This design comes from an exercise in tuning for small area and a short achievable clock period on the open sky130 flow, not from production work.
RTL that was checked went through simulation tests only; none was proved equivalent to the original.
Only the layout flow was run in runs 1 and 2; the RTL was not checked for function there.
Power figures rest on the tool's default switching activity, not on a simulated workload.

==> design/flow/design.v <==
`timescale 1ns/1ps
module register #(
    parameter NUM_STAGES = 2,
    parameter DATA_WIDTH = 2,
    parameter USE_RESET  = 1
)(
    input  wire                  CLK,
    input  wire                  RESET,
    input  wire [DATA_WIDTH-1:0] DIN,
    output wire [DATA_WIDTH-1:0] DOUT
);
genvar i;
generate
if (NUM_STAGES == 0)
begin : pass
    assign DOUT = DIN;
end
else
begin : stages
    reg [NUM_STAGES*DATA_WIDTH-1:0] din_delay;
    for (i=0; i<NUM_STAGES; i=i+1)
    begin : REGISTER_STAGES
        wire [DATA_WIDTH-1:0] prev;
        if (i == 0) begin : first
            assign prev = DIN;
        end else begin : rest
            assign prev = din_delay[(i-1)*DATA_WIDTH+:DATA_WIDTH];
        end
        always @(posedge CLK)
        begin
            if (USE_RESET && RESET)
                din_delay[i*DATA_WIDTH+:DATA_WIDTH] <= 0;
            else
                din_delay[i*DATA_WIDTH+:DATA_WIDTH] <= prev;
        end
    end
    assign DOUT = din_delay[(NUM_STAGES-1)*DATA_WIDTH+:DATA_WIDTH];
end
endgenerate
endmodule
`timescale 1ns/1ps
module macc (
  input  wire                 clk,
  input  wire                 reset,
  input  wire                 enable,
  input  wire                 clear,
  input  wire [ 2 : 0 ]       op_code,
  input  wire [ 15 : 0 ]      op_0,
  input  wire [ 15 : 0 ]      op_1,
  input  wire [ 15 : 0 ]      op_add,
  output wire [ 15 : 0 ]      out
);
  reg  [15:0] a1;
  reg  [7:0] neg1, one1, two1;
  reg  [15:0] add1;
  reg  [1:0] mode1;
  reg  en1, clr1;
  wire [15:0] b = op_code[0] ? op_0 : op_1;
  wire [16:0] bx = {b, 1'b0};
  wire [7:0] neg0, one0, two0;
  genvar g;
  generate for (g = 0; g < 8; g = g + 1) begin : booth
    assign neg0[g] = bx[2*g+2];
    assign one0[g] = bx[2*g+1] ^ bx[2*g];
    assign two0[g] = (bx[2*g+2] & ~bx[2*g+1] & ~bx[2*g]) | (~bx[2*g+2] & bx[2*g+1] & bx[2*g]);
  end endgenerate
  always @(posedge clk) begin
    a1    <= op_0;
    neg1  <= neg0;
    one1  <= one0;
    two1  <= two0;
    add1  <= (op_code[2:1] == 2'b10) ? op_add : 16'd0;
    mode1 <= op_code[2:1];
    en1   <= enable && !reset;
    clr1  <= clear;
  end
  wire pp0_0;
  wire pp0_1;
  wire pp0_2;
  wire pp0_3;
  wire pp0_4;
  wire pp0_5;
  wire pp0_6;
  wire pp0_7;
  wire pp0_8;
  wire pp0_9;
  wire pp0_10;
  wire pp0_11;
  wire pp0_12;
  wire pp0_13;
  wire pp0_14;
  wire pp0_15;
  wire pp1_0;
  wire pp1_1;
  wire pp1_2;
  wire pp1_3;
  wire pp1_4;
  wire pp1_5;
  wire pp1_6;
  wire pp1_7;
  wire pp1_8;
  wire pp1_9;
  wire pp1_10;
  wire pp1_11;
  wire pp1_12;
  wire pp1_13;
  wire pp2_0;
  wire pp2_1;
  wire pp2_2;
  wire pp2_3;
  wire pp2_4;
  wire pp2_5;
  wire pp2_6;
  wire pp2_7;
  wire pp2_8;
  wire pp2_9;
  wire pp2_10;
  wire pp2_11;
  wire pp3_0;
  wire pp3_1;
  wire pp3_2;
  wire pp3_3;
  wire pp3_4;
  wire pp3_5;
  wire pp3_6;
  wire pp3_7;
  wire pp3_8;
  wire pp3_9;
  wire pp4_0;
  wire pp4_1;
  wire pp4_2;
  wire pp4_3;
  wire pp4_4;
  wire pp4_5;
  wire pp4_6;
  wire pp4_7;
  wire pp5_0;
  wire pp5_1;
  wire pp5_2;
  wire pp5_3;
  wire pp5_4;
  wire pp5_5;
  wire pp6_0;
  wire pp6_1;
  wire pp6_2;
  wire pp6_3;
  wire pp7_0;
  wire pp7_1;
  wire t2s1;
  wire t2c2;
  wire t2s3;
  wire t2c4;
  wire t2s5;
  wire t2c6;
  wire t2s7;
  wire t2c8;
  wire t2s9;
  wire t2c10;
  wire t2s11;
  wire t2c12;
  wire t2s13;
  wire t2c14;
  wire t2s15;
  wire t2c16;
  wire t2s17;
  wire t2c18;
  wire t2s19;
  wire t2c20;
  wire t2s21;
  wire t2c22;
  wire t2s23;
  wire t2c24;
  wire t2s25;
  wire t2c26;
  wire t2s27;
  wire t2c28;
  wire t2s29;
  wire t2c30;
  wire t2s31;
  wire t2c32;
  wire t2s33;
  wire t2c34;
  wire t2s35;
  wire t2c36;
  wire t2s37;
  wire t2c38;
  wire t2s39;
  wire t2c40;
  wire t2s41;
  wire t2c42;
  wire t2s43;
  wire t2c44;
  wire t2s45;
  wire t2c46;
  wire t2s47;
  wire t2c48;
  wire t2s49;
  wire t2c50;
  wire t2s51;
  wire t2c52;
  wire t2s53;
  wire t2c54;
  wire t2s55;
  wire t2c56;
  wire t2s57;
  wire t2c58;
  wire t2s59;
  wire t2c60;
  wire t2s61;
  wire t2c62;
  wire t2s63;
  wire t2c64;
  wire t2s65;
  wire t2c66;
  wire t2s67;
  wire t2c68;
  wire t2s69;
  wire t2c70;
  wire t2s71;
  wire t2c72;
  wire t2s73;
  wire t2c74;
  wire t2s75;
  wire t2c76;
  wire t2s77;
  wire t2c78;
  wire t2s79;
  wire t2c80;
  wire t2s81;
  wire t2c82;
  wire t2s83;
  wire t2c84;
  wire t2s85;
  wire t2c86;
  wire t2s87;
  wire t2c88;
  wire t2s89;
  wire t2c90;
  wire t2s91;
  wire t2c92;
  wire t2s93;
  wire t2c94;
  wire t2s95;
  wire t2c96;
  wire t2x97;
  wire t2x98;
  wire t2x99;
  wire t2x100;
  wire t2x101;
  wire t2x102;
  wire t2x103;
  wire t2x104;
  wire t2x105;
  wire t2x106;
  wire t2x107;
  assign pp0_0 = (one1[0] & a1[0]) ^ neg1[0];
  assign pp0_1 = ((one1[0] & a1[1]) | (two1[0] & a1[0])) ^ neg1[0];
  assign pp0_2 = ((one1[0] & a1[2]) | (two1[0] & a1[1])) ^ neg1[0];
  assign pp0_3 = ((one1[0] & a1[3]) | (two1[0] & a1[2])) ^ neg1[0];
  assign pp0_4 = ((one1[0] & a1[4]) | (two1[0] & a1[3])) ^ neg1[0];
  assign pp0_5 = ((one1[0] & a1[5]) | (two1[0] & a1[4])) ^ neg1[0];
  assign pp0_6 = ((one1[0] & a1[6]) | (two1[0] & a1[5])) ^ neg1[0];
  assign pp0_7 = ((one1[0] & a1[7]) | (two1[0] & a1[6])) ^ neg1[0];
  assign pp0_8 = ((one1[0] & a1[8]) | (two1[0] & a1[7])) ^ neg1[0];
  assign pp0_9 = ((one1[0] & a1[9]) | (two1[0] & a1[8])) ^ neg1[0];
  assign pp0_10 = ((one1[0] & a1[10]) | (two1[0] & a1[9])) ^ neg1[0];
  assign pp0_11 = ((one1[0] & a1[11]) | (two1[0] & a1[10])) ^ neg1[0];
  assign pp0_12 = ((one1[0] & a1[12]) | (two1[0] & a1[11])) ^ neg1[0];
  assign pp0_13 = ((one1[0] & a1[13]) | (two1[0] & a1[12])) ^ neg1[0];
  assign pp0_14 = ((one1[0] & a1[14]) | (two1[0] & a1[13])) ^ neg1[0];
  assign pp0_15 = ((one1[0] & a1[15]) | (two1[0] & a1[14])) ^ neg1[0];
  assign pp1_0 = (one1[1] & a1[0]) ^ neg1[1];
  assign pp1_1 = ((one1[1] & a1[1]) | (two1[1] & a1[0])) ^ neg1[1];
  assign pp1_2 = ((one1[1] & a1[2]) | (two1[1] & a1[1])) ^ neg1[1];
  assign pp1_3 = ((one1[1] & a1[3]) | (two1[1] & a1[2])) ^ neg1[1];
  assign pp1_4 = ((one1[1] & a1[4]) | (two1[1] & a1[3])) ^ neg1[1];
  assign pp1_5 = ((one1[1] & a1[5]) | (two1[1] & a1[4])) ^ neg1[1];
  assign pp1_6 = ((one1[1] & a1[6]) | (two1[1] & a1[5])) ^ neg1[1];
  assign pp1_7 = ((one1[1] & a1[7]) | (two1[1] & a1[6])) ^ neg1[1];
  assign pp1_8 = ((one1[1] & a1[8]) | (two1[1] & a1[7])) ^ neg1[1];
  assign pp1_9 = ((one1[1] & a1[9]) | (two1[1] & a1[8])) ^ neg1[1];
  assign pp1_10 = ((one1[1] & a1[10]) | (two1[1] & a1[9])) ^ neg1[1];
  assign pp1_11 = ((one1[1] & a1[11]) | (two1[1] & a1[10])) ^ neg1[1];
  assign pp1_12 = ((one1[1] & a1[12]) | (two1[1] & a1[11])) ^ neg1[1];
  assign pp1_13 = ((one1[1] & a1[13]) | (two1[1] & a1[12])) ^ neg1[1];
  assign pp2_0 = (one1[2] & a1[0]) ^ neg1[2];
  assign pp2_1 = ((one1[2] & a1[1]) | (two1[2] & a1[0])) ^ neg1[2];
  assign pp2_2 = ((one1[2] & a1[2]) | (two1[2] & a1[1])) ^ neg1[2];
  assign pp2_3 = ((one1[2] & a1[3]) | (two1[2] & a1[2])) ^ neg1[2];
  assign pp2_4 = ((one1[2] & a1[4]) | (two1[2] & a1[3])) ^ neg1[2];
  assign pp2_5 = ((one1[2] & a1[5]) | (two1[2] & a1[4])) ^ neg1[2];
  assign pp2_6 = ((one1[2] & a1[6]) | (two1[2] & a1[5])) ^ neg1[2];
  assign pp2_7 = ((one1[2] & a1[7]) | (two1[2] & a1[6])) ^ neg1[2];
  assign pp2_8 = ((one1[2] & a1[8]) | (two1[2] & a1[7])) ^ neg1[2];
  assign pp2_9 = ((one1[2] & a1[9]) | (two1[2] & a1[8])) ^ neg1[2];
  assign pp2_10 = ((one1[2] & a1[10]) | (two1[2] & a1[9])) ^ neg1[2];
  assign pp2_11 = ((one1[2] & a1[11]) | (two1[2] & a1[10])) ^ neg1[2];
  assign pp3_0 = (one1[3] & a1[0]) ^ neg1[3];
  assign pp3_1 = ((one1[3] & a1[1]) | (two1[3] & a1[0])) ^ neg1[3];
  assign pp3_2 = ((one1[3] & a1[2]) | (two1[3] & a1[1])) ^ neg1[3];
  assign pp3_3 = ((one1[3] & a1[3]) | (two1[3] & a1[2])) ^ neg1[3];
  assign pp3_4 = ((one1[3] & a1[4]) | (two1[3] & a1[3])) ^ neg1[3];
  assign pp3_5 = ((one1[3] & a1[5]) | (two1[3] & a1[4])) ^ neg1[3];
  assign pp3_6 = ((one1[3] & a1[6]) | (two1[3] & a1[5])) ^ neg1[3];
  assign pp3_7 = ((one1[3] & a1[7]) | (two1[3] & a1[6])) ^ neg1[3];
  assign pp3_8 = ((one1[3] & a1[8]) | (two1[3] & a1[7])) ^ neg1[3];
  assign pp3_9 = ((one1[3] & a1[9]) | (two1[3] & a1[8])) ^ neg1[3];
  assign pp4_0 = (one1[4] & a1[0]) ^ neg1[4];
  assign pp4_1 = ((one1[4] & a1[1]) | (two1[4] & a1[0])) ^ neg1[4];
  assign pp4_2 = ((one1[4] & a1[2]) | (two1[4] & a1[1])) ^ neg1[4];
  assign pp4_3 = ((one1[4] & a1[3]) | (two1[4] & a1[2])) ^ neg1[4];
  assign pp4_4 = ((one1[4] & a1[4]) | (two1[4] & a1[3])) ^ neg1[4];
  assign pp4_5 = ((one1[4] & a1[5]) | (two1[4] & a1[4])) ^ neg1[4];
  assign pp4_6 = ((one1[4] & a1[6]) | (two1[4] & a1[5])) ^ neg1[4];
  assign pp4_7 = ((one1[4] & a1[7]) | (two1[4] & a1[6])) ^ neg1[4];
  assign pp5_0 = (one1[5] & a1[0]) ^ neg1[5];
  assign pp5_1 = ((one1[5] & a1[1]) | (two1[5] & a1[0])) ^ neg1[5];
  assign pp5_2 = ((one1[5] & a1[2]) | (two1[5] & a1[1])) ^ neg1[5];
  assign pp5_3 = ((one1[5] & a1[3]) | (two1[5] & a1[2])) ^ neg1[5];
  assign pp5_4 = ((one1[5] & a1[4]) | (two1[5] & a1[3])) ^ neg1[5];
  assign pp5_5 = ((one1[5] & a1[5]) | (two1[5] & a1[4])) ^ neg1[5];
  assign pp6_0 = (one1[6] & a1[0]) ^ neg1[6];
  assign pp6_1 = ((one1[6] & a1[1]) | (two1[6] & a1[0])) ^ neg1[6];
  assign pp6_2 = ((one1[6] & a1[2]) | (two1[6] & a1[1])) ^ neg1[6];
  assign pp6_3 = ((one1[6] & a1[3]) | (two1[6] & a1[2])) ^ neg1[6];
  assign pp7_0 = (one1[7] & a1[0]) ^ neg1[7];
  assign pp7_1 = ((one1[7] & a1[1]) | (two1[7] & a1[0])) ^ neg1[7];
  assign t2s1 = add1[0] ^ neg1[0] ^ pp0_0;
  assign t2c2 = (add1[0] & neg1[0]) | (add1[0] & pp0_0) | (neg1[0] & pp0_0);
  assign t2s3 = add1[1] ^ pp0_1 ^ t2c2;
  assign t2c4 = (add1[1] & pp0_1) | (add1[1] & t2c2) | (pp0_1 & t2c2);
  assign t2s5 = add1[2] ^ neg1[1] ^ pp0_2;
  assign t2c6 = (add1[2] & neg1[1]) | (add1[2] & pp0_2) | (neg1[1] & pp0_2);
  assign t2s7 = pp1_0 ^ t2s5 ^ t2c4;
  assign t2c8 = (pp1_0 & t2s5) | (pp1_0 & t2c4) | (t2s5 & t2c4);
  assign t2s9 = add1[3] ^ pp0_3 ^ pp1_1;
  assign t2c10 = (add1[3] & pp0_3) | (add1[3] & pp1_1) | (pp0_3 & pp1_1);
  assign t2s11 = add1[4] ^ neg1[2] ^ pp0_4;
  assign t2c12 = (add1[4] & neg1[2]) | (add1[4] & pp0_4) | (neg1[2] & pp0_4);
  assign t2s13 = pp1_2 ^ pp2_0 ^ t2c10;
  assign t2c14 = (pp1_2 & pp2_0) | (pp1_2 & t2c10) | (pp2_0 & t2c10);
  assign t2s15 = add1[5] ^ pp0_5 ^ pp1_3;
  assign t2c16 = (add1[5] & pp0_5) | (add1[5] & pp1_3) | (pp0_5 & pp1_3);
  assign t2s17 = pp2_1 ^ t2c12 ^ t2s15;
  assign t2c18 = (pp2_1 & t2c12) | (pp2_1 & t2s15) | (t2c12 & t2s15);
  assign t2s19 = add1[6] ^ neg1[3] ^ pp0_6;
  assign t2c20 = (add1[6] & neg1[3]) | (add1[6] & pp0_6) | (neg1[3] & pp0_6);
  assign t2s21 = pp1_4 ^ pp2_2 ^ pp3_0;
  assign t2c22 = (pp1_4 & pp2_2) | (pp1_4 & pp3_0) | (pp2_2 & pp3_0);
  assign t2s23 = t2c16 ^ t2s19 ^ t2s21;
  assign t2c24 = (t2c16 & t2s19) | (t2c16 & t2s21) | (t2s19 & t2s21);
  assign t2s25 = add1[7] ^ pp0_7 ^ pp1_5;
  assign t2c26 = (add1[7] & pp0_7) | (add1[7] & pp1_5) | (pp0_7 & pp1_5);
  assign t2s27 = pp2_3 ^ pp3_1 ^ t2c20;
  assign t2c28 = (pp2_3 & pp3_1) | (pp2_3 & t2c20) | (pp3_1 & t2c20);
  assign t2s29 = t2c22 ^ t2s25 ^ t2c24;
  assign t2c30 = (t2c22 & t2s25) | (t2c22 & t2c24) | (t2s25 & t2c24);
  assign t2s31 = add1[8] ^ neg1[4] ^ pp0_8;
  assign t2c32 = (add1[8] & neg1[4]) | (add1[8] & pp0_8) | (neg1[4] & pp0_8);
  assign t2s33 = pp1_6 ^ pp2_4 ^ pp3_2;
  assign t2c34 = (pp1_6 & pp2_4) | (pp1_6 & pp3_2) | (pp2_4 & pp3_2);
  assign t2s35 = pp4_0 ^ t2c26 ^ t2s31;
  assign t2c36 = (pp4_0 & t2c26) | (pp4_0 & t2s31) | (t2c26 & t2s31);
  assign t2s37 = t2s33 ^ t2c28;
  assign t2c38 = t2s33 & t2c28;
  assign t2s39 = add1[9] ^ pp0_9 ^ pp1_7;
  assign t2c40 = (add1[9] & pp0_9) | (add1[9] & pp1_7) | (pp0_9 & pp1_7);
  assign t2s41 = pp2_5 ^ pp3_3 ^ pp4_1;
  assign t2c42 = (pp2_5 & pp3_3) | (pp2_5 & pp4_1) | (pp3_3 & pp4_1);
  assign t2s43 = t2c32 ^ t2c34 ^ t2s39;
  assign t2c44 = (t2c32 & t2c34) | (t2c32 & t2s39) | (t2c34 & t2s39);
  assign t2s45 = t2s41 ^ t2c36;
  assign t2c46 = t2s41 & t2c36;
  assign t2s47 = add1[10] ^ neg1[5] ^ pp0_10;
  assign t2c48 = (add1[10] & neg1[5]) | (add1[10] & pp0_10) | (neg1[5] & pp0_10);
  assign t2s49 = pp1_8 ^ pp2_6 ^ pp3_4;
  assign t2c50 = (pp1_8 & pp2_6) | (pp1_8 & pp3_4) | (pp2_6 & pp3_4);
  assign t2s51 = pp4_2 ^ pp5_0 ^ t2c40;
  assign t2c52 = (pp4_2 & pp5_0) | (pp4_2 & t2c40) | (pp5_0 & t2c40);
  assign t2s53 = t2c42 ^ t2s47 ^ t2s49;
  assign t2c54 = (t2c42 & t2s47) | (t2c42 & t2s49) | (t2s47 & t2s49);
  assign t2s55 = t2c44 ^ t2s51;
  assign t2c56 = t2c44 & t2s51;
  assign t2s57 = pp0_11 ^ pp1_9 ^ pp2_7;
  assign t2c58 = (pp0_11 & pp1_9) | (pp0_11 & pp2_7) | (pp1_9 & pp2_7);
  assign t2s59 = pp3_5 ^ pp4_3 ^ pp5_1;
  assign t2c60 = (pp3_5 & pp4_3) | (pp3_5 & pp5_1) | (pp4_3 & pp5_1);
  assign t2s61 = t2c48 ^ t2c50 ^ t2s57;
  assign t2c62 = (t2c48 & t2c50) | (t2c48 & t2s57) | (t2c50 & t2s57);
  assign t2s63 = t2s59 ^ t2c52 ^ t2c54;
  assign t2c64 = (t2s59 & t2c52) | (t2s59 & t2c54) | (t2c52 & t2c54);
  assign t2s65 = neg1[6] ^ pp0_12 ^ pp1_10;
  assign t2c66 = (neg1[6] & pp0_12) | (neg1[6] & pp1_10) | (pp0_12 & pp1_10);
  assign t2s67 = pp2_8 ^ pp3_6 ^ pp4_4;
  assign t2c68 = (pp2_8 & pp3_6) | (pp2_8 & pp4_4) | (pp3_6 & pp4_4);
  assign t2s69 = pp5_2 ^ pp6_0 ^ t2c58;
  assign t2c70 = (pp5_2 & pp6_0) | (pp5_2 & t2c58) | (pp6_0 & t2c58);
  assign t2s71 = t2c60 ^ t2s65 ^ t2s67;
  assign t2c72 = (t2c60 & t2s65) | (t2c60 & t2s67) | (t2s65 & t2s67);
  assign t2s73 = t2c62 ^ t2s69;
  assign t2c74 = t2c62 & t2s69;
  assign t2s75 = pp0_13 ^ pp1_11 ^ pp2_9;
  assign t2c76 = (pp0_13 & pp1_11) | (pp0_13 & pp2_9) | (pp1_11 & pp2_9);
  assign t2s77 = pp3_7 ^ pp4_5 ^ pp5_3;
  assign t2c78 = (pp3_7 & pp4_5) | (pp3_7 & pp5_3) | (pp4_5 & pp5_3);
  assign t2s79 = pp6_1 ^ t2c66 ^ t2c68;
  assign t2c80 = (pp6_1 & t2c66) | (pp6_1 & t2c68) | (t2c66 & t2c68);
  assign t2s81 = t2s75 ^ t2s77 ^ t2c70;
  assign t2c82 = (t2s75 & t2s77) | (t2s75 & t2c70) | (t2s77 & t2c70);
  assign t2s83 = t2c72 ^ t2s79;
  assign t2c84 = t2c72 & t2s79;
  assign t2s85 = neg1[7] ^ pp0_14 ^ pp1_12;
  assign t2c86 = (neg1[7] & pp0_14) | (neg1[7] & pp1_12) | (pp0_14 & pp1_12);
  assign t2s87 = pp2_10 ^ pp3_8 ^ pp4_6;
  assign t2c88 = (pp2_10 & pp3_8) | (pp2_10 & pp4_6) | (pp3_8 & pp4_6);
  assign t2s89 = pp5_4 ^ pp6_2 ^ pp7_0;
  assign t2c90 = (pp5_4 & pp6_2) | (pp5_4 & pp7_0) | (pp6_2 & pp7_0);
  assign t2s91 = t2c76 ^ t2c78 ^ t2s85;
  assign t2c92 = (t2c76 & t2c78) | (t2c76 & t2s85) | (t2c78 & t2s85);
  assign t2s93 = t2s87 ^ t2s89 ^ t2c80;
  assign t2c94 = (t2s87 & t2s89) | (t2s87 & t2c80) | (t2s89 & t2c80);
  assign t2s95 = t2s91 ^ t2c84;
  assign t2c96 = t2s91 & t2c84;
  assign t2x97 = pp0_15 ^ pp1_13;
  assign t2x98 = pp2_11 ^ pp3_9;
  assign t2x99 = pp4_7 ^ pp5_5;
  assign t2x100 = pp6_3 ^ pp7_1;
  assign t2x101 = t2x100 ^ t2x97;
  assign t2x102 = t2x98 ^ t2x99;
  assign t2x103 = t2x101 ^ t2x102;
  assign t2x104 = t2c86 ^ t2c88;
  assign t2x105 = t2c90 ^ t2x103;
  assign t2x106 = t2x104 ^ t2x105;
  assign t2x107 = t2c92 ^ t2x106;
  reg  p2_0_0;
  reg  p2_1_0;
  reg  p2_2_0;
  reg  p2_3_0;
  reg  p2_3_1;
  reg  p2_3_2;
  reg  p2_4_0;
  reg  p2_4_1;
  reg  p2_5_0;
  reg  p2_5_1;
  reg  p2_6_0;
  reg  p2_6_1;
  reg  p2_7_0;
  reg  p2_7_1;
  reg  p2_8_0;
  reg  p2_8_1;
  reg  p2_8_2;
  reg  p2_9_0;
  reg  p2_9_1;
  reg  p2_9_2;
  reg  p2_10_0;
  reg  p2_10_1;
  reg  p2_10_2;
  reg  p2_11_0;
  reg  p2_11_1;
  reg  p2_11_2;
  reg  p2_12_0;
  reg  p2_12_1;
  reg  p2_12_2;
  reg  p2_13_0;
  reg  p2_13_1;
  reg  p2_13_2;
  reg  p2_14_0;
  reg  p2_14_1;
  reg  p2_14_2;
  reg  p2_15_0;
  reg  p2_15_1;
  reg  p2_15_2;
  reg  [1:0] mode2;
  reg  en2, clr2;
  reg  [15:11] add2;
  always @(posedge clk) begin
    p2_0_0 <= t2s1;
    p2_1_0 <= t2s3;
    p2_2_0 <= t2s7;
    p2_3_0 <= t2c6;
    p2_3_1 <= t2s9;
    p2_3_2 <= t2c8;
    p2_4_0 <= t2s11;
    p2_4_1 <= t2s13;
    p2_5_0 <= t2c14;
    p2_5_1 <= t2s17;
    p2_6_0 <= t2c18;
    p2_6_1 <= t2s23;
    p2_7_0 <= t2s27;
    p2_7_1 <= t2s29;
    p2_8_0 <= t2s35;
    p2_8_1 <= t2s37;
    p2_8_2 <= t2c30;
    p2_9_0 <= t2s43;
    p2_9_1 <= t2c38;
    p2_9_2 <= t2s45;
    p2_10_0 <= t2s53;
    p2_10_1 <= t2c46;
    p2_10_2 <= t2s55;
    p2_11_0 <= t2s61;
    p2_11_1 <= t2c56;
    p2_11_2 <= t2s63;
    p2_12_0 <= t2s71;
    p2_12_1 <= t2s73;
    p2_12_2 <= t2c64;
    p2_13_0 <= t2c74;
    p2_13_1 <= t2s83;
    p2_13_2 <= t2s81;
    p2_14_0 <= t2c82;
    p2_14_1 <= t2s93;
    p2_14_2 <= t2s95;
    p2_15_0 <= t2x107;
    p2_15_1 <= t2c94;
    p2_15_2 <= t2c96;
    add2  <= add1[15:11];
    mode2 <= mode1;
    en2   <= en1;
    clr2  <= clr1;
  end
  reg  [15:0] accs, accc;
  wire [15:0] dadd_s = mode2[0] ? accs : {add2, 11'd0};
  wire [15:0] dadd_c = mode2[0] ? accc : 16'd0;
  wire t3s108;
  wire t3c109;
  wire t3s110;
  wire t3c111;
  wire t3s112;
  wire t3c113;
  wire t3s114;
  wire t3c115;
  wire t3s116;
  wire t3c117;
  wire t3s118;
  wire t3c119;
  wire t3s120;
  wire t3c121;
  wire t3s122;
  wire t3c123;
  wire t3s124;
  wire t3c125;
  wire t3s126;
  wire t3c127;
  wire t3s128;
  wire t3c129;
  wire t3s130;
  wire t3c131;
  wire t3s132;
  wire t3c133;
  wire t3s134;
  wire t3c135;
  wire t3s136;
  wire t3c137;
  wire t3s138;
  wire t3c139;
  wire t3s140;
  wire t3c141;
  wire t3s142;
  wire t3c143;
  wire t3s144;
  wire t3c145;
  wire t3s146;
  wire t3c147;
  wire t3s148;
  wire t3c149;
  wire t3s150;
  wire t3c151;
  wire t3s152;
  wire t3c153;
  wire t3s154;
  wire t3c155;
  wire t3s156;
  wire t3c157;
  wire t3s158;
  wire t3c159;
  wire t3s160;
  wire t3c161;
  wire t3s162;
  wire t3c163;
  wire t3s164;
  wire t3c165;
  wire t3s166;
  wire t3c167;
  wire t3s168;
  wire t3c169;
  wire t3s170;
  wire t3c171;
  wire t3s172;
  wire t3c173;
  wire t3s174;
  wire t3c175;
  wire t3x176;
  wire t3x177;
  wire t3x178;
  wire t3x179;
  wire t3x180;
  wire t3x181;
  assign t3s108 = p2_0_0 ^ dadd_c[0];
  assign t3c109 = p2_0_0 & dadd_c[0];
  assign t3s110 = p2_1_0 ^ dadd_c[1] ^ dadd_s[1];
  assign t3c111 = (p2_1_0 & dadd_c[1]) | (p2_1_0 & dadd_s[1]) | (dadd_c[1] & dadd_s[1]);
  assign t3s112 = p2_2_0 ^ dadd_c[2] ^ dadd_s[2];
  assign t3c113 = (p2_2_0 & dadd_c[2]) | (p2_2_0 & dadd_s[2]) | (dadd_c[2] & dadd_s[2]);
  assign t3s114 = p2_3_0 ^ p2_3_1 ^ p2_3_2;
  assign t3c115 = (p2_3_0 & p2_3_1) | (p2_3_0 & p2_3_2) | (p2_3_1 & p2_3_2);
  assign t3s116 = dadd_c[3] ^ dadd_s[3] ^ t3s114;
  assign t3c117 = (dadd_c[3] & dadd_s[3]) | (dadd_c[3] & t3s114) | (dadd_s[3] & t3s114);
  assign t3s118 = p2_4_0 ^ p2_4_1 ^ dadd_c[4];
  assign t3c119 = (p2_4_0 & p2_4_1) | (p2_4_0 & dadd_c[4]) | (p2_4_1 & dadd_c[4]);
  assign t3s120 = dadd_s[4] ^ t3c115 ^ t3s118;
  assign t3c121 = (dadd_s[4] & t3c115) | (dadd_s[4] & t3s118) | (t3c115 & t3s118);
  assign t3s122 = p2_5_0 ^ p2_5_1 ^ dadd_c[5];
  assign t3c123 = (p2_5_0 & p2_5_1) | (p2_5_0 & dadd_c[5]) | (p2_5_1 & dadd_c[5]);
  assign t3s124 = dadd_s[5] ^ t3c119 ^ t3s122;
  assign t3c125 = (dadd_s[5] & t3c119) | (dadd_s[5] & t3s122) | (t3c119 & t3s122);
  assign t3s126 = p2_6_0 ^ p2_6_1 ^ dadd_c[6];
  assign t3c127 = (p2_6_0 & p2_6_1) | (p2_6_0 & dadd_c[6]) | (p2_6_1 & dadd_c[6]);
  assign t3s128 = dadd_s[6] ^ t3c123 ^ t3s126;
  assign t3c129 = (dadd_s[6] & t3c123) | (dadd_s[6] & t3s126) | (t3c123 & t3s126);
  assign t3s130 = p2_7_0 ^ p2_7_1 ^ dadd_c[7];
  assign t3c131 = (p2_7_0 & p2_7_1) | (p2_7_0 & dadd_c[7]) | (p2_7_1 & dadd_c[7]);
  assign t3s132 = dadd_s[7] ^ t3c127 ^ t3s130;
  assign t3c133 = (dadd_s[7] & t3c127) | (dadd_s[7] & t3s130) | (t3c127 & t3s130);
  assign t3s134 = p2_8_0 ^ p2_8_1 ^ p2_8_2;
  assign t3c135 = (p2_8_0 & p2_8_1) | (p2_8_0 & p2_8_2) | (p2_8_1 & p2_8_2);
  assign t3s136 = dadd_c[8] ^ dadd_s[8] ^ t3s134;
  assign t3c137 = (dadd_c[8] & dadd_s[8]) | (dadd_c[8] & t3s134) | (dadd_s[8] & t3s134);
  assign t3s138 = t3c131 ^ t3s136;
  assign t3c139 = t3c131 & t3s136;
  assign t3s140 = p2_9_0 ^ p2_9_1 ^ p2_9_2;
  assign t3c141 = (p2_9_0 & p2_9_1) | (p2_9_0 & p2_9_2) | (p2_9_1 & p2_9_2);
  assign t3s142 = dadd_c[9] ^ dadd_s[9] ^ t3c135;
  assign t3c143 = (dadd_c[9] & dadd_s[9]) | (dadd_c[9] & t3c135) | (dadd_s[9] & t3c135);
  assign t3s144 = t3s140 ^ t3c137 ^ t3s142;
  assign t3c145 = (t3s140 & t3c137) | (t3s140 & t3s142) | (t3c137 & t3s142);
  assign t3s146 = p2_10_0 ^ p2_10_1 ^ p2_10_2;
  assign t3c147 = (p2_10_0 & p2_10_1) | (p2_10_0 & p2_10_2) | (p2_10_1 & p2_10_2);
  assign t3s148 = dadd_c[10] ^ dadd_s[10] ^ t3c141;
  assign t3c149 = (dadd_c[10] & dadd_s[10]) | (dadd_c[10] & t3c141) | (dadd_s[10] & t3c141);
  assign t3s150 = t3s146 ^ t3c143 ^ t3s148;
  assign t3c151 = (t3s146 & t3c143) | (t3s146 & t3s148) | (t3c143 & t3s148);
  assign t3s152 = p2_11_0 ^ p2_11_1 ^ p2_11_2;
  assign t3c153 = (p2_11_0 & p2_11_1) | (p2_11_0 & p2_11_2) | (p2_11_1 & p2_11_2);
  assign t3s154 = dadd_c[11] ^ dadd_s[11] ^ t3c147;
  assign t3c155 = (dadd_c[11] & dadd_s[11]) | (dadd_c[11] & t3c147) | (dadd_s[11] & t3c147);
  assign t3s156 = t3s152 ^ t3c149 ^ t3s154;
  assign t3c157 = (t3s152 & t3c149) | (t3s152 & t3s154) | (t3c149 & t3s154);
  assign t3s158 = p2_12_0 ^ p2_12_1 ^ p2_12_2;
  assign t3c159 = (p2_12_0 & p2_12_1) | (p2_12_0 & p2_12_2) | (p2_12_1 & p2_12_2);
  assign t3s160 = dadd_c[12] ^ dadd_s[12] ^ t3c153;
  assign t3c161 = (dadd_c[12] & dadd_s[12]) | (dadd_c[12] & t3c153) | (dadd_s[12] & t3c153);
  assign t3s162 = t3s158 ^ t3c155 ^ t3s160;
  assign t3c163 = (t3s158 & t3c155) | (t3s158 & t3s160) | (t3c155 & t3s160);
  assign t3s164 = p2_13_0 ^ p2_13_1 ^ p2_13_2;
  assign t3c165 = (p2_13_0 & p2_13_1) | (p2_13_0 & p2_13_2) | (p2_13_1 & p2_13_2);
  assign t3s166 = dadd_c[13] ^ dadd_s[13] ^ t3c159;
  assign t3c167 = (dadd_c[13] & dadd_s[13]) | (dadd_c[13] & t3c159) | (dadd_s[13] & t3c159);
  assign t3s168 = t3s164 ^ t3c161 ^ t3s166;
  assign t3c169 = (t3s164 & t3c161) | (t3s164 & t3s166) | (t3c161 & t3s166);
  assign t3s170 = p2_14_0 ^ p2_14_1 ^ p2_14_2;
  assign t3c171 = (p2_14_0 & p2_14_1) | (p2_14_0 & p2_14_2) | (p2_14_1 & p2_14_2);
  assign t3s172 = dadd_c[14] ^ dadd_s[14] ^ t3c165;
  assign t3c173 = (dadd_c[14] & dadd_s[14]) | (dadd_c[14] & t3c165) | (dadd_s[14] & t3c165);
  assign t3s174 = t3s170 ^ t3c167 ^ t3s172;
  assign t3c175 = (t3s170 & t3c167) | (t3s170 & t3s172) | (t3c167 & t3s172);
  assign t3x176 = p2_15_0 ^ p2_15_1;
  assign t3x177 = p2_15_2 ^ t3x176;
  assign t3x178 = dadd_c[15] ^ dadd_s[15];
  assign t3x179 = t3x177 ^ t3c171;
  assign t3x180 = t3x178 ^ t3x179;
  assign t3x181 = t3x180 ^ t3c173;
  wire [15:0] rx = {t3x181, t3c169, t3c163, t3c157, t3c151, t3c145, t3c139, t3c133, t3c129, t3c125, t3c121, t3c117, t3c113, t3c111, t3c109, dadd_s[0]};
  wire [15:0] ry = {t3c175, t3s174, t3s168, t3s162, t3s156, t3s150, t3s144, t3s138, t3s132, t3s128, t3s124, t3s120, t3s116, t3s112, t3s110, t3s108};
  always @(posedge clk) begin
    if (reset || clr2) begin
      accs <= 16'd0;
      accc <= 16'd0;
    end else if (en2) begin
      accs <= rx;
      accc <= ry;
    end
  end
  assign out = accs + accc;
endmodule
module ram
#(
  parameter integer DATA_WIDTH    = 16,
  parameter integer ADDR_WIDTH    = 5
)
(
  input  wire                         clk,
  input  wire                         reset,
  input  wire                         s_read_req,
  input  wire [ ADDR_WIDTH  -1 : 0 ]  s_read_addr,
  output reg  [ DATA_WIDTH  -1 : 0 ]  s_read_data,
  input  wire                         s_write_req,
  input  wire [ ADDR_WIDTH  -1 : 0 ]  s_write_addr,
  input  wire [ DATA_WIDTH  -1 : 0 ]  s_write_data
);
  reg  [ DATA_WIDTH -1 : 0 ] mem [ 0 : (1<<ADDR_WIDTH)-1 ];
  reg  [ ADDR_WIDTH -1 : 0 ] rd_addr;
  reg  [ ADDR_WIDTH -1 : 0 ] wr_addr;
  reg  [ DATA_WIDTH -1 : 0 ] wr_data;
  reg                        rd_addr_v;
  reg                        wr_addr_v;
  always @(posedge clk) begin
    rd_addr_v <= s_read_req && !reset;
    wr_addr_v <= s_write_req && !reset;
    rd_addr   <= s_read_addr;
    wr_addr   <= s_write_addr;
    wr_data   <= s_write_data;
  end
  always @(posedge clk)
    if (wr_addr_v)
      mem[wr_addr] <= wr_data;
  reg  [ DATA_WIDTH -1 : 0 ] rd_mux;
  integer k;
  always @(*) begin
    rd_mux = {DATA_WIDTH{1'b0}};
    for (k = 0; k < (1<<ADDR_WIDTH); k = k + 1)
      rd_mux = rd_mux | (mem[k] & {DATA_WIDTH{rd_addr == k}});
  end
  always @(posedge clk)
    if (reset)
      s_read_data <= 0;
    else if (rd_addr_v)
      s_read_data <= rd_mux;
endmodule
`timescale 1ns/1ps
module fifo
#(
    parameter   DATA_WIDTH          = 16,
    parameter   ADDR_WIDTH          = 4,
    parameter   RAM_DEPTH           = (1 << ADDR_WIDTH)
)(
    input  wire                         clk,
    input  wire                         reset,
    input  wire                         push,
    input  wire                         pop,
    input  wire [ DATA_WIDTH -1 : 0 ]   data_in,
    output reg  [ DATA_WIDTH -1 : 0 ]   data_out
);
reg     [ADDR_WIDTH  :0]        wr_pointer;
reg     [ADDR_WIDTH  :0]        rd_pointer;
reg     [DATA_WIDTH-1:0]        mem[0:RAM_DEPTH-1];
wire empty = (wr_pointer == rd_pointer);
wire full  = (wr_pointer == {~rd_pointer[ADDR_WIDTH], rd_pointer[ADDR_WIDTH-1:0]});
wire do_push = push && !full;
wire do_pop  = pop && !empty;
always @ (posedge clk)
begin
  if (reset)
    wr_pointer <= 0;
  else if (do_push)
    wr_pointer <= wr_pointer + 1;
end
always @ (posedge clk)
begin
  if (reset)
    rd_pointer <= 0;
  else if (do_pop)
    rd_pointer <= rd_pointer + 1;
end
always @ (posedge clk)
  if (do_push)
    mem[wr_pointer[ADDR_WIDTH-1:0]] <= data_in;
reg [DATA_WIDTH-1:0] rd_mux;
integer k;
always @(*) begin
  rd_mux = {DATA_WIDTH{1'b0}};
  for (k = 0; k < RAM_DEPTH; k = k + 1)
    rd_mux = rd_mux | (mem[k] & {DATA_WIDTH{rd_pointer[ADDR_WIDTH-1:0] == k}});
end
always @ (posedge clk)
  if (do_pop)
    data_out <= rd_mux;
endmodule
module activation #(
  parameter OP_WIDTH  = 16
) (
  input  wire                                         clk,
  input  wire                                         enable,
  input  wire        [ OP_WIDTH           -1 : 0 ]    in,
  output wire        [ OP_WIDTH           -1 : 0 ]    out
);
reg [OP_WIDTH-1:0] activation_data;
wire signed [OP_WIDTH-1:0] in_s = in;
always @(posedge clk)
  if (enable)
    activation_data <= (in_s > 0) ? in : {OP_WIDTH{1'b0}};
  else
    activation_data <= in;
assign out = activation_data;
endmodule
`timescale 1ns/1ps
module PE #(
  parameter integer PE_BUF_ADDR_WIDTH   = 5,
  parameter integer OP_WIDTH            = 16,
  parameter integer ACC_WIDTH           = 16,
  parameter         LAYER_NORM          = "NO"
)
(
  input  wire                                         clk,
  input  wire                                         reset,
  input  wire                                         mask,
  input  wire  [ 10+2*PE_BUF_ADDR_WIDTH -1 : 0 ]      ctrl,
  input  wire                                         src_2_sel,
  input  wire  [ OP_WIDTH             -1 : 0 ]        read_data_0,
  input  wire  [ OP_WIDTH             -1 : 0 ]        read_data_1,
  input  wire  [ OP_WIDTH             -1 : 0 ]        read_data_2,
  output wire  [ OP_WIDTH             -1 : 0 ]        lrn_center,
  output wire  [ OP_WIDTH             -1 : 0 ]        write_data,
  output wire  [ OP_WIDTH             -1 : 0 ]        pe_buffer_read_data,
  input  wire                                         pe_neuron_read_req,
  input  wire  [ OP_WIDTH             -1 : 0 ]        pe_neuron_write_data,
  input  wire                                         pe_neuron_write_req,
  input  wire  [ PE_BUF_ADDR_WIDTH    -1 : 0 ]        pe_neuron_write_addr,
  output wire                                         write_valid
);
  localparam integer OP_CODE_WIDTH  = 3;
  wire [ OP_WIDTH           -1 : 0 ]  pe_buffer_write_data;
  wire [ OP_WIDTH           -1 : 0 ]  pe_buffer_read_data_d;
  wire                                src_2_sel_dd;
  wire                                _pe_buffer_write_req;
  wire                                pe_buffer_write_req;
  wire                                pe_buffer_read_req;
  wire                                _pe_buffer_read_req;
  wire                                flush, flush_d;
  wire                                enable;
  wire [ OP_CODE_WIDTH      -1 : 0 ]  op_code;
  wire [ PE_BUF_ADDR_WIDTH  -1 : 0 ]  buf_rd_addr;
  wire [ PE_BUF_ADDR_WIDTH  -1 : 0 ]  _buf_wr_addr;
  wire [ PE_BUF_ADDR_WIDTH  -1 : 0 ]  buf_wr_addr;
  wire [ OP_WIDTH           -1 : 0 ]  conv_out;
  wire                                norm_fifo_push;
  wire                                norm_fifo_pop;
  wire [ OP_WIDTH           -1 : 0 ]  macc_out;
  assign {norm_fifo_push, norm_fifo_pop,
    buf_rd_addr, _buf_wr_addr,
    flush, write_valid, _pe_buffer_write_req, _pe_buffer_read_req, enable, op_code} = ctrl;
  assign pe_buffer_read_req  = _pe_buffer_read_req || pe_neuron_read_req;
  assign pe_buffer_write_req = _pe_buffer_write_req || pe_neuron_write_req;
  assign buf_wr_addr = pe_neuron_write_req ? pe_neuron_write_addr : _buf_wr_addr;
  wire [OP_WIDTH-1:0] macc_op_add = src_2_sel_dd == 0 ?
    read_data_2 : pe_buffer_read_data;
  assign conv_out = !flush_d ? macc_out : pe_buffer_read_data_d;
  register #(.NUM_STAGES(2), .DATA_WIDTH(1)) src_2_delay (
    .CLK(clk), .RESET(reset), .DIN(src_2_sel), .DOUT(src_2_sel_dd));
  register #(.NUM_STAGES(3), .DATA_WIDTH(1)) macc_en_delay (
    .CLK(clk), .RESET(reset), .DIN(flush), .DOUT(flush_d));
  register #(.NUM_STAGES(3), .DATA_WIDTH(OP_WIDTH), .USE_RESET(0)) fifo_out_delay (
    .CLK(clk), .RESET(reset), .DIN(pe_buffer_read_data), .DOUT(pe_buffer_read_data_d));
  macc MACC_pe (
    .clk      ( clk                 ),
    .reset    ( reset               ),
    .enable   ( enable && mask      ),
    .clear    ( !mask               ),
    .op_code  ( op_code             ),
    .op_0     ( read_data_0         ),
    .op_1     ( read_data_1         ),
    .op_add   ( macc_op_add         ),
    .out      ( macc_out            )
  );
  assign pe_buffer_write_data = pe_neuron_write_req ? pe_neuron_write_data : conv_out;
  ram #(
    .DATA_WIDTH               ( OP_WIDTH                 ),
    .ADDR_WIDTH               ( PE_BUF_ADDR_WIDTH        )
  ) pe_buffer (
    .clk                      ( clk                      ),
    .reset                    ( reset                    ),
    .s_write_req              ( pe_buffer_write_req      ),
    .s_write_data             ( pe_buffer_write_data     ),
    .s_write_addr             ( buf_wr_addr              ),
    .s_read_req               ( pe_buffer_read_req       ),
    .s_read_data              ( pe_buffer_read_data      ),
    .s_read_addr              ( buf_rd_addr              )
  );
  activation #(
    .OP_WIDTH                 ( OP_WIDTH                 )
  ) ReLU (
    .clk                      ( clk                      ),
    .enable                   ( 1'b0                     ),
    .in                       ( conv_out                 ),
    .out                      ( write_data               )
  );
  fifo #(
    .DATA_WIDTH               ( OP_WIDTH                 ),
    .ADDR_WIDTH               ( 4                        )
  ) norm_fifo (
    .clk                      ( clk                      ),
    .reset                    ( reset                    ),
    .push                     ( norm_fifo_push           ),
    .pop                      ( norm_fifo_pop            ),
    .data_in                  ( read_data_0              ),
    .data_out                 ( lrn_center               )
  );
endmodule
==> design/flow/flow/run.sh <==
#!/bin/bash
set -e
export BUFFER_PORTS_ARGS="-buffer_cell sky130_fd_sc_hd__buf_1"
export CTS_ARGS="-sink_clustering_enable -repair_clock_nets -sink_clustering_size 28 -sink_clustering_max_diameter 80 -dont_use_dummy_load"
bash standard.sh > standard.log 2>&1
==> design/flow/standard.sh <==
#!/bin/bash
# synth_recipe.tcl (not shown) runs the flow's synth.tcl, then flattens the netlist and writes it again
# the make line also repeats each setting of config.mk as NAME=value (left out here)
make -C /OpenROAD-flow-scripts/flow DESIGN_CONFIG=/design/flow/config.mk WORK_HOME=/design/flow/orfs CLKGATE_MAP_FILE= SYNTH_SCRIPT=/design/flow/synth_recipe.tcl "${@:-finish}"
==> design/flow/config.mk <==
export PLATFORM = sky130hd
export DESIGN_NAME = PE
export DESIGN_NICKNAME = PE
export VERILOG_FILES = /design/flow/design.v
export SDC_FILE = /design/flow/constraint.sdc
export NUM_CORES = 4
export LEC_CHECK = 0
export ABC_CLOCK_PERIOD_IN_PS = 2800
export CAP_MARGIN = 20
export CORE_MARGIN = 2
export CORE_UTILIZATION = 60
export SETUP_SLACK_MARGIN = 4.0
export SLEW_MARGIN = 20
==> design/flow/constraint.sdc <==
create_clock -name core_clock -period 6.5 [get_ports {clk}]
set_input_delay 1.3000 -clock core_clock [delete_from_list [all_inputs] [get_ports {clk}]]
set_output_delay 1.3000 -clock core_clock [all_outputs]
set_load 0.01 [all_outputs]
==> results of run 1 <==
[cell usage in the layout (no fill, tap or decap), types with 22 or more instances in the layout]
cell	synthesis	layout
nor2_4	1	36
fa_1	74	71
a22o_1	33	33
inv_1	97	97
a22oi_1	327	319
mux2_2	28	28
nor2_2	12	28
xnor2_1	71	69
nor2_1	156	105
edfxtp_1	784	784
dfxtp_4	0	31
nor3_1	29	24
ha_1	30	30
nand4_1	42	42
dfxtp_2	0	31
xor2_1	42	42
buf_4	8	107
dfxtp_1	259	197
mux2i_1	67	67
nand2_1	155	151
o21ai_0	25	25
nand3_1	32	31
clkbuf_16	0	45
a222oi_1	22	22
buf_1	11	115
[kinds of logic (layout without fill, tap and decap cells)]
| logic type | after synthesis | count (layout) | synth area share |
|---|---|---|---|
| flops | 1043 | 1043 | 0.715 |
| simple gates | 541 | 541 | 0.0649 |
| compound gates | 529 | 529 | 0.100 |
| buf+inv | 232 | 421 | 0.0238 |
| xor+xnor | 114 | 114 | 0.0252 |
| fa+ha+maj | 104 | 104 | 0.0462 |
| mux | 96 | 96 | 0.0251 |
| other cells | 0 | 4 | 0 |
[Yosys cell counts, drive strengths merged (5+ instances only)]
cell type	n	area share
a21oi	25	0.0031
a22oi	327	0.061
edfxtp	784	0.59
a21o	6	0.0011
dfxtp	259	0.13
buf	59	0.0077
ha	30	0.0093
xnor2	71	0.015
o21ai	25	0.0031
a221oi	17	0.0037
a211oi	15	0.0029
mux2i	67	0.017
o21a	6	0.0011
mux2	28	0.0078
nand3	32	0.0040
nand2	155	0.014
and3	19	0.0030
nor3	33	0.0048
nor4	12	0.0019
a31oi	7	0.0011
nor3b	6	0.0011
clkbuf	73	0.0068
or3	5	0.00078
and2	23	0.0036
nand4	42	0.0065
a222oi	22	0.0055
nand2b	8	0.0012
a311oi	8	0.0017
a22o	33	0.0072
xor2	42	0.0092
nor2b	13	0.0020
o211ai	5	0.00093
o31ai	5	0.00093
inv	98	0.0092
nor2	169	0.017
fa	74	0.037
nand3b	9	0.0018
[final cells by class]
type	instances	share of cell area
diodes	4	0.000225
clock buffers	45	0.0254
inverters	100	0.00848
multi-input cells	1384	0.249
flip-flops and latches	1043	0.651
well taps	864	0.0244
repair buffers	276	0.0424
[what timing repair did]
action,4_1_cts,5_1_grt
setup buffers,39,28
setup endpoints to repair,387,121
pin swaps,16,6
resized for setup,143,54
[report_power, final]
group / internal [uW] / switching (uW)
logic: 755 / 1090
registers: 7520 / 270
clock network: 1250 / 1910
total: 9520 / 3270
[per-layer routing]
layer	vias up	wire [um]	GRT usage
met1	12374	43700	0.446
met2	1477	56100	0.554
met5	-	13	0
met3	333	11300	0.0510
li1	10411	-	-
met4	2	6810	0.166
[metrics by stage]
step	worst slack, ns	std cells	hold slack (ns)	total power, uW
2_1_floorplan	3.69	2659	0.310	9010
3_3_place_gp	3.40	3598	0.310	9650
3_5_place_dp	3.32	3598	0.312	9680
4_1_cts	3.89	3682	0.327	12800
5_1_grt	3.90	3713	0.328	13300
6_report	3.90	3716	0.317	12800
[path summary, 6_finish.rpt]
kind,slack [ns],depth (start not counted),from,end
worst max-delay path,3.90,0,ctrl[6],write_valid
worst min-delay path,0.32,0,fifo_out_delay.stages.din_delay[0],fifo_out_delay.stages.din_delay[16]
worst max register to register,3.93,8,norm_fifo.rd_pointer[1],norm_fifo.data_out[12]
worst min register to register,0.32,0,fifo_out_delay.stages.din_delay[0],fifo_out_delay.stages.din_delay[16]
==> flow_summary.json, run 1 <==
{
  "timing.final.crit_share": 0.400,
  "fin_setup_tns_ns": 0,
  "wire_per_inst_um": 31.7,
  "drtPass1Iterations": 6,
  "critical_path_class": "input pin to output pin",
  "pwr_density_cell_nw_per_um2": 288,
  "die_y_um": 263,
  "ys.flop_type": "edfxtp_1",
  "drc": 0,
  "synth_warnings": 7,
  "timing.fmax_mhz": 385,
  "grt_overflow": 0,
  "coreArea_um2": 66100,
  "dr_total_vias": 24597,
  "status": "complete, no violations",
  "cts.sinks": 1043,
  "first_global_vias": 23905,
  "largest_reg_flops": 512,
  "fin_util": 0.672,
  "cp.required_ns": 5.20,
  "fin_skew_ns": 0.0648,
  "ir_drop_mv": 0.231,
  "yosysUniqueCellTypes": 78,
  "crit_fanout": 1,
  "cts_buffer_depth": 3,
  "cts.hold.buffers_added": 0,
  "dpl-instance-area_um2": 42000,
  "tightest_slew_ns": 1.14,
  "top_register": "pe_buffer.mem",
  "regArea_um2": 28900,
  "grt_usage": 0.338,
  "netlist_instances": 2659,
  "syn_to_final_growth_pct": 10.4,
  "root_buffer": "clkbuf_16",
  "cap_viol_max_count": 0,
  "stdcell_area_um2": 44400,
  "clk_latency_ns": 0.64,
  "initial_core_util": 0.608,
  "finalHoldViolations": 0,
  "synth_area_per_cell_um2": 15.1,
  "multiInputGateArea_um2": 11000,
  "synth_seq_area_share": 0.715,
  "cts_made_buffers": 45,
  "hpwl_um": 71600,
  "rsz0062_at_grt": "true",
  "n_fill_cell": 4634,
  "htreeDepth": 2,
  "worst_setup_path_end_kind": "output pin",
  "p_leak_uw": 0.0151,
  "worstHoldPathType": "register to register",
  "io_buffers": 141,
  "finalMaxSlewViolations": 0,
  "std_cell_rows": 94,
  "async_reset_ff_frac": 0,
  "setup_viol": 0,
  "path_clk_slew_ns": 0.10,
  "dieArea_um2": 69100,
  "ys_seq_elements": 1043,
  "wirelength_um": 118000,
  "cts_tree": "built",
  "startpoint_type": "input pin",
  "period_needed_ns": 2.60,
  "top_level_ports": 144,
  "largestRegisters": "pe_buffer.mem x512, norm_fifo.mem x256, fifo_out_delay.stages.din_delay x48",
  "grt_pass1_wl_um": 167000,
  "synth_edf_count": 784,
  "die_width_um": 263,
  "grt_max_degree": 42,
  "fin_nets": 3049,
  "antenna_found_initial": 5,
  "vias_per_cell": 6.62,
  "syn_nets": 2858,
  "ant_nets": 0,
  "drt_iter0_markers": 3392,
  "cp.arrival_ns": 1.30,
  "drive_above_1_share": 0.150,
  "netlist_area_um2": 40200,
  "gp_congestion": 0.908,
  "slew_headroom": 0.239
}
==> run 2, diff against run 1 <==
--- a/design/flow/design.v
+++ b/design/flow/design.v
@@ -740,9 +740,8 @@
     output reg  [ DATA_WIDTH -1 : 0 ]   data_out
 );
-reg     [ADDR_WIDTH  :0]        wr_pointer;
-reg     [ADDR_WIDTH  :0]        rd_pointer;
+reg     [ADDR_WIDTH  :0]        head;
 reg     [DATA_WIDTH-1:0]        mem[0:RAM_DEPTH-1];
-wire empty = (wr_pointer == rd_pointer);
-wire full  = (wr_pointer == {~rd_pointer[ADDR_WIDTH], rd_pointer[ADDR_WIDTH-1:0]});
+wire empty = head[ADDR_WIDTH];
+wire full  = (head == RAM_DEPTH - 1);
 wire do_push = push && !full;
 wire do_pop  = pop && !empty;
@@ -750,18 +749,17 @@
 begin
   if (reset)
-    wr_pointer <= 0;
-  else if (do_push)
-    wr_pointer <= wr_pointer + 1;
+    head <= {(ADDR_WIDTH+1){1'b1}};
+  else if (do_push && !do_pop)
+    head <= head + 1;
+  else if (do_pop && !do_push)
+    head <= head - 1;
 end
+integer i;
 always @ (posedge clk)
-begin
-  if (reset)
-    rd_pointer <= 0;
-  else if (do_pop)
-    rd_pointer <= rd_pointer + 1;
-end
-always @ (posedge clk)
-  if (do_push)
-    mem[wr_pointer[ADDR_WIDTH-1:0]] <= data_in;
+  if (do_push) begin
+    mem[0] <= data_in;
+    for (i = 1; i < RAM_DEPTH; i = i + 1)
+      mem[i] <= mem[i-1];
+  end
 reg [DATA_WIDTH-1:0] rd_mux;
 integer k;
@@ -769,5 +767,5 @@
   rd_mux = {DATA_WIDTH{1'b0}};
   for (k = 0; k < RAM_DEPTH; k = k + 1)
-    rd_mux = rd_mux | (mem[k] & {DATA_WIDTH{rd_pointer[ADDR_WIDTH-1:0] == k}});
+    rd_mux = rd_mux | (mem[k] & {DATA_WIDTH{head[ADDR_WIDTH-1:0] == k}});
 end
 always @ (posedge clk)
==> run 2 against run 1 <==
Synthesized area is 0.39% higher; first-iteration DRC count is 0.62% higher; die area is 0.38% higher; critical endpoint unchanged.
==> flow_summary.json, run 2 <==
{
  "synth.most_common_cell": "edfxtp_1",
  "synth_compound_area_frac": 0.103,
  "min_from": "MACC_pe.mode1[0]",
  "cp.required_ns": 5.20,
  "synthMuxAreaShare": 0.0270,
  "drtPass1Iterations": 6,
  "async_reset_ff_frac": 0,
  "initial_core_util": 0.603,
  "dieArea_um2": 69300,
  "cp.arrival_ns": 1.30,
  "reg2reg_setup_slack_ns": 3.98,
  "largestRegisters": "pe_buffer.mem x512, norm_fifo.mem x256, fifo_out_delay.stages.din_delay x48",
  "r2r-end": "MACC_pe.p2_15_0",
  "finalMaxSlewViolations": 0,
  "setup_viol": 0,
  "pwr_density_cell_nw_per_um2": 331,
  "root_buffer": "clkbuf_16",
  "ff2ff_path_depth": 9,
  "critical_path_class": "input pin to output pin",
  "vias_per_cell": 6.64,
  "grt_max_degree": 190,
  "worst_setup_path_end_kind": "output pin",
  "ys.flop_type": "edfxtp_1",
  "synth_edf_count": 784,
  "n_fill_cell": 4709,
  "cts.sinks": 1038,
  "crit_fanout": 1,
  "worstHoldPathType": "register to register",
  "yosys-top-cells-area": "edfxtp_1, dfxtp_1, a22oi_1",
  "synth_top_family_by_area": "compound AO/OA/AOI/OAI gates",
  "timing.final.crit_share": 0.400,
  "status": "complete, no violations",
  "grt_overflow": 0,
  "die_width_um": 263,
  "slew_headroom": 0.218,
  "die_y_um": 263,
  "holdPathEnd": "MACC_pe.mode2[0]",
  "synth_largest_area_cell": "edfxtp_1",
  "largest_reg_flops": 512,
  "netlist_instances": 2630,
  "path_clk_slew_ns": 0.10,
  "dr_total_vias": 24555,
  "ant_nets": 0,
  "tightest_slew_ns": 1.17,
  "syn_to_final_growth_pct": 10.4,
  "yosysUniqueCellTypes": 87,
  "final_common_cell": "edfxtp_1",
  "p_leak_uw": 0.0153,
  "mostFrequentLayoutCells": "edfxtp_1, a22oi_1, dfxtp_1, nand2_1, buf_1",
  "synthAdderAreaFrac": 0.0453,
  "syn_nets": 2826,
  "cap_viol_max_count": 0,
  "finalHoldViolations": 0,
  "top_level_ports": 144,
  "cts_tree": "built",
  "top_register": "pe_buffer.mem",
  "io_buffers": 141,
  "synth_warnings": 8,
  "period_needed_ns": 2.60,
  "fin_setup_tns_ns": 0,
  "gp_congestion": 0.874,
  "ys_seq_elements": 1038,
  "fin_skew_ns": 0.0597,
  "rsz0062_at_grt": "true",
  "first_global_vias": 24097,
  "std_cell_rows": 95,
  "drive_above_1_share": 0.155,
  "wire_per_inst_um": 32.3,
  "grt_pass1_wl_um": 171000,
  "synthXorXnorAreaFrac": 0.0231,
  "antenna_found_initial": 6,
  "cts_made_buffers": 46,
  "hpwl_um": 72200,
  "coreArea_um2": 66900,
  "startpoint_type": "input pin",
  "synthSimpleGateAreaFrac": 0.0670,
  "placedCellCount": 3567,
  "drt_iter0_markers": 3413,
  "synth_area_per_cell_um2": 15.3,
  "ir_drop_mv": 0.290,
  "netlist_area_um2": 40400,
  "fin_nets": 3019,
  "r2r_start": "MACC_pe.a1[13]",
  "timing.fmax_mhz": 385,
  "synth_top_area_share": 0.583,
  "final_cells": 3698,
  "cts_buffer_depth": 3,
  "synth_seq_area_share": 0.709,
  "synth_top_cells_by_count": "edfxtp_1, a22oi_1, dfxtp_1",
  "clk_latency_ns": 0.65,
  "htreeDepth": 2,
  "grt_usage": 0.344,
  "hold_depth": 0,
  "wirelength_um": 119000,
  "drc": 0
}
run 2: kinds of logic (layout without fill, tap and decap cells):
group / Yosys count / count (layout)
DFF: 1038 / 1038
other: 0 / 4
AOI/OAI and AO/OA: 542 / 544
xor gates and xnor gates: 105 / 105
buffers and inverters: 226 / 414
muxes: 105 / 105
and+or+nand+nor: 513 / 514
adders and majority gates: 101 / 101
run 2: worst max path at each step:
stage	start	to	slack, ns	depth (start not counted)
2_1_floorplan	ctrl[19]	norm_fifo.head[4]	1.52	9
3_3_place_gp	ctrl[19]	norm_fifo.head[4]	2.44	10
3_5_place_dp	ctrl[19]	norm_fifo.head[4]	2.41	10
4_1_cts	ctrl[6]	write_valid	3.90	0
5_1_grt	norm_fifo.head[0]	norm_fifo.head[4]	3.88	11
6_report	ctrl[6]	write_valid	3.90	0
run 2: timing repair:
item	4_1_cts	5_1_grt
gates resized for setup	141	49
buffers inserted	64	11
setup endpoints to repair	279	172
gates cloned	5	1
pin swaps	20	12
hold endpoints to repair	0	0
hold buffers	0	0
run 2: layer usage:
metal / global-route usage / part of all wire
met1: 0.453 / 0.37
met4: 0.157 / 0.053
met5: 0 / 0.00023
met2: 0.571 / 0.49
met3: 0.0528 / 0.089
run 2: layout make-up:
cell class,instances,area [um2],share of cell area
Tap cell,873,1090,0.0245
Inverter,97,368,0.00825
Clock buffer,46,1150,0.0258
Timing Repair Buffer,271,1860,0.0417
Antenna cell,4,10.0,0.000225
Sequential cell,1038,28800,0.646
Multi-Input combinational cell,1369,11300,0.254
run 2: metrics by stage:
stage	hold WS (ns)	cell area (um2)	setup slack, ns	total power (uW)	util
floorplan	0.310	40400	1.52	10300	-
global placement	0.310	42000	2.44	11200	0.628
detailed placement	0.312	42000	2.41	11300	0.628
CTS	0.304	44300	3.90	14700	0.661
global route	0.319	44600	3.88	15300	0.666
finish	0.312	44600	3.90	14700	0.666
run 2: where the power goes:
group / internal (uW) / switching (uW)
combinational: 1230 / 1880
sequential: 7950 / 459
clock: 1270 / 1950
==> run 3, diff against run 2 <==
--- a/design/flow/design.v
+++ b/design/flow/design.v
@@ -740,8 +740,8 @@
     output reg  [ DATA_WIDTH -1 : 0 ]   data_out
 );
-reg     [ADDR_WIDTH  :0]        head;
+reg     [ADDR_WIDTH  :0]        fifo_count;
 reg     [DATA_WIDTH-1:0]        mem[0:RAM_DEPTH-1];
-wire empty = head[ADDR_WIDTH];
-wire full  = (head == RAM_DEPTH - 1);
+wire empty = (fifo_count == 0);
+wire full  = fifo_count[ADDR_WIDTH];
 wire do_push = push && !full;
 wire do_pop  = pop && !empty;
@@ -749,9 +749,9 @@
 begin
   if (reset)
-    head <= {(ADDR_WIDTH+1){1'b1}};
+    fifo_count <= 0;
   else if (do_push && !do_pop)
-    head <= head + 1;
+    fifo_count <= fifo_count + 1;
   else if (do_pop && !do_push)
-    head <= head - 1;
+    fifo_count <= fifo_count - 1;
 end
 integer i;
@@ -767,5 +767,5 @@
   rd_mux = {DATA_WIDTH{1'b0}};
   for (k = 0; k < RAM_DEPTH; k = k + 1)
-    rd_mux = rd_mux | (mem[k] & {DATA_WIDTH{head[ADDR_WIDTH-1:0] == k}});
+    rd_mux = rd_mux | (mem[k] & {DATA_WIDTH{fifo_count == k + 1}});
 end
 always @ (posedge clk)
--- a/design/flow/config.mk
+++ b/design/flow/config.mk
@@ -9,5 +9,5 @@
 export CAP_MARGIN = 20
 export CORE_MARGIN = 2
-export CORE_UTILIZATION = 60
+export CORE_UTILIZATION = 70
 export SETUP_SLACK_MARGIN = 4.0
 export SLEW_MARGIN = 20
==> run 3 against run 2 <==
Sequential power increased by 2%; clock power decreased by 4%; core utilization increased by 10 points; first-iteration DRC count is 13% higher; synthesized area fell by 1.2%; critical endpoint unchanged; combinational power decreased by 23%; fmax about the same; final cell count decreased by 4.3%; largest cell class unchanged; final area decreased by 2.7%.
==> flow_summary.json, run 3 <==
{
  "io_buffers": 141,
  "synth_edf_count": 784,
  "worstHoldPathType": "register to register",
  "final_common_cell": "edfxtp_1",
  "coreArea_um2": 56400,
  "min_from": "fifo_out_delay.stages.din_delay[25]",
  "status": "complete, no violations",
  "std_cell_rows": 87,
  "cts_tree": "built",
  "cts.sinks": 1038,
  "hpwl_um": 67000,
  "largestRegisters": "pe_buffer.mem x512, norm_fifo.mem x256, fifo_out_delay.stages.din_delay x48",
  "antenna_found_initial": 3,
  "wirelength_um": 109000,
  "first_global_vias": 23452,
  "rsz0062_at_grt": "true",
  "vias_per_cell": 6.87,
  "timing.final.crit_share": 0.400,
  "ys_seq_elements": 1038,
  "initial_core_util": 0.707,
  "die_width_um": 243,
  "synth.most_common_cell": "edfxtp_1",
  "drtPass1Iterations": 6,
  "die_y_um": 243,
  "cts_buffer_depth": 3,
  "finalMaxSlewViolations": 0,
  "slew_headroom": 0.231,
  "total_power_uw": 14000,
  "cts.hold.buffers_added": 0,
  "drt_iter0_markers": 3845,
  "fin_skew_ns": 0.0631,
  "mostFrequentLayoutCells": "edfxtp_1, a22oi_1, dfxtp_1, nand2_1, buf_1",
  "synth_top_area_share": 0.591,
  "critical_path_class": "input pin to output pin",
  "pwr_density_cell_nw_per_um2": 323,
  "ant_nets": 0,
  "cts_made_buffers": 44,
  "p_leak_uw": 0.0149,
  "crit_fanout": 1,
  "startpoint_type": "input pin",
  "ir_drop_mv": 0.274,
  "cp.required_ns": 5.20,
  "setup_viol": 0,
  "cap_viol_max_count": 0,
  "cp.arrival_ns": 1.30,
  "synth_warnings": 8,
  "wire_per_inst_um": 30.7,
  "fin_setup_tns_ns": 0,
  "dieArea_um2": 58900,
  "top_register": "pe_buffer.mem",
  "drive_above_1_share": 0.129,
  "tightest_slew_ns": 1.15,
  "path_clk_slew_ns": 0.11,
  "synth_area_per_cell_um2": 15.2,
  "synth_top_cells_by_count": "edfxtp_1, a22oi_1, dfxtp_1",
  "r2r_start": "MACC_pe.a1[10]",
  "grt_usage": 0.367,
  "async_reset_ff_frac": 0,
  "root_buffer": "clkbuf_16",
  "timing.fmax_mhz": 385,
  "drc": 0,
  "yosys-top-cells-area": "edfxtp_1, dfxtp_1, a22oi_1",
  "largest_reg_flops": 512,
  "htreeDepth": 2,
  "crit_start": "ctrl[6]",
  "ys.flop_type": "edfxtp_1",
  "synth_seq_area_share": 0.718,
  "worst_setup_path_end_kind": "output pin",
  "gp_congestion": 0.947,
  "syn_nets": 2818,
  "grt_pass1_wl_um": 156000,
  "finalHoldViolations": 0,
  "netlist_instances": 2620,
  "fin_nets": 2977,
  "dr_total_vias": 24323,
  "grt_overflow": 0,
  "synth_largest_area_cell": "edfxtp_1",
  "yosysUniqueCellTypes": 71,
  "period_needed_ns": 2.60,
  "netlist_area_um2": 39900,
  "clk_latency_ns": 0.63,
  "syn_to_final_growth_pct": 8.78,
  "top_level_ports": 144,
  "grt_max_degree": 99
}
==> run 3: where the power goes <==
| part | switching [uW] | leakage [uW] | internal (uW) |
|---|---|---|---|
| Clock | 1860 | 0.000542 | 1220 |
| Combinational | 1430 | 0.00491 | 947 |
| Sequential | 521 | 0.00942 | 8020 |
==> run 3: worst paths after layout <==
check / depth (start not counted) / endpoint / slack [ns]
worst max-delay path: 0 / write_valid / 3.90
worst min-delay path: 0 / fifo_out_delay.stages.din_delay[41] / 0.32
worst max register to register: 9 / MACC_pe.p2_15_0 / 3.96
worst min register to register: 0 / fifo_out_delay.stages.din_delay[41] / 0.32
==> run 3: area by class of cell <==
class	instances	area (um2)
fillers	3382	13000
diodes	5	12.5
clock buffers	44	1100
inverters	104	390
flip-flops and latches	1038	28800
multi-input cells	1347	10700
well taps	756	946
repair buffers	244	1460
==> run 3: repair_timing <==
item                       in CTS  in global routing
setup endpoints to repair     265                147
pin swaps                       1                 10
setup buffers                  10                 29
gates resized for setup       106                 58
cloned                          1                  0
==> run 3: metal layers <==
layer / track usage / vias up / share of wire
li1: - / 10229 / -
met3: 0.0617 / 370 / 0.11
met1: 0.499 / 11994 / 0.36
met5: 0 / - / 0.00017
met2: 0.593 / 1728 / 0.47
met4: 0.164 / 2 / 0.056
==> run 3: kinds of logic (layout without fill, tap and decap cells) <==
logic type / count (synthesis) / count (layout) / synth area share
and+or+nand+nor: 517 / 517 / 0.0644
buffers and inverters: 235 / 392 / 0.0241
muxes: 92 / 92 / 0.0238
xor gates and xnor gates: 104 / 104 / 0.0232
DFF: 1038 / 1038 / 0.718
adders and majority gates: 103 / 103 / 0.0463
other: 0 / 5 / 0
AOI/OAI and AO/OA: 531 / 531 / 0.100
==> run 3: per-stage QoR <==
step | cells | hold slack (ns) | area, um2 | utilization | worst slack, ns
5_1_grt | 3535 | 0.330 | 43400 | 0.769 | 3.86
2_1_floorplan | 2620 | 0.310 | 39900 | - | 0.115
6_report | 3538 | 0.323 | 43400 | 0.769 | 3.90
3_5_place_dp | 3449 | 0.312 | 41500 | 0.735 | 3.08
3_3_place_gp | 3448 | 0.310 | 41400 | 0.735 | 3.09
4_1_cts | 3504 | 0.333 | 42900 | 0.761 | 3.90

-- port drivers added, routing unchanged --
The results above use ideal ports. As a check the final layouts listed here were re-extracted and re-timed, cells and wires unchanged. Step 1: set_driving_cell puts a clkbuf_16 on clk and a buf_2 on each other input, an assumption about the parent block. Step 2, shift: input delay + t, output delay - t, t = (earliest + latest rising clock arrival at the registers) / 2. This alone moves slack from input paths to output paths. a / b / c = no drivers / after step 1 / after step 2; a / b = the first two.
run | t, ns | slack for setup (ns) | worst hold slack (ns) | latest minus earliest clock arrival (ns) | slew at the worst register clock pin (ns)
run 1 | 0.660 | 3.900 / 3.859 / 3.501 | 0.317 / 0.317 / 0.317 | 0.094 / 0.094 | 0.11 / 0.11
run 2 | 0.682 | 3.900 / 3.859 / 3.311 | 0.312 / 0.312 / 0.312 | 0.070 / 0.070 | 0.11 / 0.11
run 3 | 0.667 | 3.900 / 3.859 / 3.435 | 0.323 / 0.323 / 0.323 | 0.070 / 0.070 | 0.11 / 0.11
After both steps every run listed still meets setup and hold. The setup slack of run 2, which loses most, moves by -0.041 ns with the drivers and by -0.589 ns with both steps.
